Source: an optimization exercise on an open RTL-to-GDS flow (aim: small area and few clock cycles per item). Production flows keep margins and buffers that such runs may drop. The RTL was checked by simulation tests, not by an equivalence proof against the original design.

// sorting_network
module sorting_network #(
  parameter int NUMBER_WIDTH   = 16,
  parameter int NUMBERS_AMOUNT = 16
)(
  input                                                 clk_i,
  input                                                 rst_i,
  input  [NUMBERS_AMOUNT * NUMBER_WIDTH - 1 : 0]       data_i,
  input                                                 data_valid_i,
  output                                                ready_o,
  output [NUMBERS_AMOUNT * NUMBER_WIDTH - 1 : 0]       data_o,
  output                                                data_valid_o,
  input                                                 ready_i
);
Settings: LEC_CHECK=0, CAP_MARGIN=20, CORE_MARGIN=2, CORE_UTILIZATION=40, CTS_BUF_LIST=sky130_fd_sc_hd__clkbuf_4 sky130_fd_sc_hd__clkbuf_8, PLACE_DENSITY=0.55, SETUP_SLACK_MARGIN=0.05, SLEW_MARGIN=20, SYNTH_HIERARCHICAL=1; clock period 5.0 ns.
standard.sh (not shown) runs the stock make flow with config.mk's settings and CLKGATE_MAP_FILE= SYNTH_SCRIPT=/design/flow/synth_recipe.tcl, a recipe that flattens the netlist after the stock synthesis.
==> flow/flow/run.sh <==
#!/bin/bash
set -euo pipefail
R=orfs/results/$FLOW_PLATFORM/sorting_network/base
bash standard.sh synth > flow_synth.log 2>&1
cp $R/1_2_yosys.v $R/1_2_yosys.orig.v
python3 flow/downsize.py $FLOW_HOME/platforms/$FLOW_PLATFORM/lib/sky130_fd_sc_hd__tt_025C_1v80.lib $R/1_2_yosys.v > flow_downsize.log 2>&1
bash standard.sh "BUFFER_PORTS_ARGS=-buffer_cell sky130_fd_sc_hd__buf_1" finish > flow_finish.log 2>&1
Other scripts of this flow, unchanged in this note and not shown: flow/flow/downsize.py
Testbench counts at the start, summed over its fixed seeds: cycles 4,016, items 4,000.
==> next run, changes <==
==> flow/flow/run.sh (replaced) <==
#!/bin/bash
set -euo pipefail
R=orfs/results/$FLOW_PLATFORM/sorting_network/base
bash standard.sh synth > flow_synth.log 2>&1
cp $R/1_2_yosys.v $R/1_2_yosys.orig.v
python3 flow/downsize.py $FLOW_HOME/platforms/$FLOW_PLATFORM/lib/sky130_fd_sc_hd__tt_025C_1v80.lib $R/1_2_yosys.v > flow_downsize.log 2>&1
bash standard.sh "BUFFER_PORTS_ARGS=-buffer_cell sky130_fd_sc_hd__buf_1" RECOVER_POWER=100 finish > flow_finish.log 2>&1
--- a/flow/config.mk
+++ b/flow/config.mk
@@ -8,7 +8,7 @@
 export CAP_MARGIN = 20
 export CORE_MARGIN = 2
-export CORE_UTILIZATION = 40
+export CORE_UTILIZATION = 44
 export CTS_BUF_LIST = sky130_fd_sc_hd__clkbuf_4 sky130_fd_sc_hd__clkbuf_8
-export PLACE_DENSITY = 0.55
+export PLACE_DENSITY = 0.58
 export SETUP_SLACK_MARGIN = 0.05
 export SLEW_MARGIN = 20
Outcome: The changed run reached the layout checks and failed them: capacitance limit, slew limit. Non-clock buffer count shrinks by 29. Critical path depth grows by 3. Die area shrinks by 9.0%. Design area shrinks by 1.5%. Synthesized cell count does not change. First-iteration DRC count grows by 2.2%. Final cell count shrinks by 2.9%. Global-route usage grows by 2.4 points.

========
the reference run:
sorting_network again, from the RTL that the note above started with.
Design sorting_network, start of the top module:
module sorting_network #(
  parameter int NUMBER_WIDTH   = 16,
  parameter int NUMBERS_AMOUNT = 16
)(
  input                                                 clk_i,
  input                                                 rst_i,
  input  [NUMBERS_AMOUNT * NUMBER_WIDTH - 1 : 0]       data_i,
  input                                                 data_valid_i,
  output                                                ready_o,
  output [NUMBERS_AMOUNT * NUMBER_WIDTH - 1 : 0]       data_o,
  output                                                data_valid_o,
  input                                                 ready_i
);
logic [3:0] valid_d;
logic       adv;
assign adv          = ready_i | ~valid_d[3];
assign ready_o      = adv;
assign data_valid_o = valid_d[3];
always_ff @( posedge clk_i, posedge rst_i )
  if( rst_i )
    valid_d <= '0;
  else if( adv )
    valid_d <= { valid_d[2:0], data_valid_i };
wire s1_0_13, s1_0_13n;
sn_gt u_gt1_0_13 ( .x( data_i[0 +: 16] ), .y( data_i[208 +: 16] ), .gt( s1_0_13 ), .gtn( s1_0_13n ) );
wire [15:0] l1_0;
sn_seli u_sel1_0 ( .s( s1_0_13 ), .sn( s1_0_13n ), .a( data_i[0 +: 16] ), .b( data_i[208 +: 16] ), .y( l1_0 ) );
wire [15:0] l1_13;
sn_seli u_sel1_13 ( .s( s1_0_13 ), .sn( s1_0_13n ), .a( data_i[208 +: 16] ), .b( data_i[0 +: 16] ), .y( l1_13 ) );
wire s1_1_12, s1_1_12n;
  ...
export LEC_CHECK = 0
export CAP_MARGIN = 20
export CORE_MARGIN = 2
export CORE_UTILIZATION = 40
export PLACE_DENSITY = 0.55
export SETUP_SLACK_MARGIN = 0.1
export SLEW_MARGIN = 20
export SYNTH_HIERARCHICAL = 1
create_clock -name core_clock -period 5.0 [get_ports {clk_i}]
==> flow/flow/run.sh <==
#!/bin/bash
set -euo pipefail
R=orfs/results/$FLOW_PLATFORM/sorting_network/base
bash standard.sh synth > flow_synth.log 2>&1
cp $R/1_2_yosys.v $R/1_2_yosys.orig.v
python3 flow/downsize.py $FLOW_HOME/platforms/$FLOW_PLATFORM/lib/sky130_fd_sc_hd__tt_025C_1v80.lib $R/1_2_yosys.v > flow_downsize.log 2>&1
bash standard.sh "BUFFER_PORTS_ARGS=-buffer_cell sky130_fd_sc_hd__buf_1" finish > flow_finish.log 2>&1
Other scripts of this flow, unchanged in this note and not shown: flow/flow/downsize.py
Testbench counts of the reference run, summed over its fixed seeds: cycles 4,016, items 4,000.
Inputs modified between the reference run and the trial run:
Settings: PLACE_DENSITY: 0.55 -> 0.62; SETUP_SLACK_MARGIN: 0.1 -> 0.05; CORE_UTILIZATION: 40 -> 48; CTS_BUF_LIST: unset -> sky130_fd_sc_hd__clkbuf_4 sky130_fd_sc_hd__clkbuf_8.
Results
For the reference run, the path category of the worst min-delay check was in2async, unlike the trial run, where it was in2reg. On worst max-slew margin expressed relative to the limit: between the reference run and the trial run, it ends up lower for the reference run. Delta (the trial run minus the reference run): global-route usage over all layers up 4.8 points, met3 layer wire length in the routed design went up by 22%, fraction of layout instances using a drive strength above 1 went down by 0.56 points. The trial run against the reference run: wire length the detailed router placed on met1 down 5800 um, final area down 2.8%, routed via count divided by cell count up 5.2%.

what the ideal ports hide:
How much do the figures lean on ideal ports? The routed layouts below were timed once more, with nothing changed but the port constraints. Step 1 assumes that a clkbuf_16 drives the clock port and a buf_2 every other input. Step 2 adds t to the input delays and takes it off the output delays; t is the mean of the earliest and latest rising clock arrival at the registers after step 1. Input paths then give back, and output paths get back, about the clock's delay inside the block. a / b / c = no drivers / after step 1 / after step 2; a / b = the first two.
run | t, ns | slack for setup (ns) | latest minus earliest clock arrival (ns) | slew at the worst register clock pin (ns) | pins driven straight from the clock port
the first run of note 1 | 0.994 | 0.236 / 0.236 / 0.098 | 0.067 / 0.067 | 0.07 / 0.07 | 1
the second run of note 1 | 1.004 | 0.270 / 0.270 / -0.667 | 0.040 / 0.040 | 0.07 / 0.07 | 1
the reference run | 0.819 | 0.263 / 0.263 / 0.216 | 0.041 / 0.042 | 0.07 / 0.07 | 1
the trial run | 0.982 | 0.230 / 0.230 / 0.230 | 0.040 / 0.039 | 0.08 / 0.08 | 1
For the second run of note 1, which loses most, drivers alone change the setup slack by 0.000 ns; drivers and shift together by -0.937 ns.
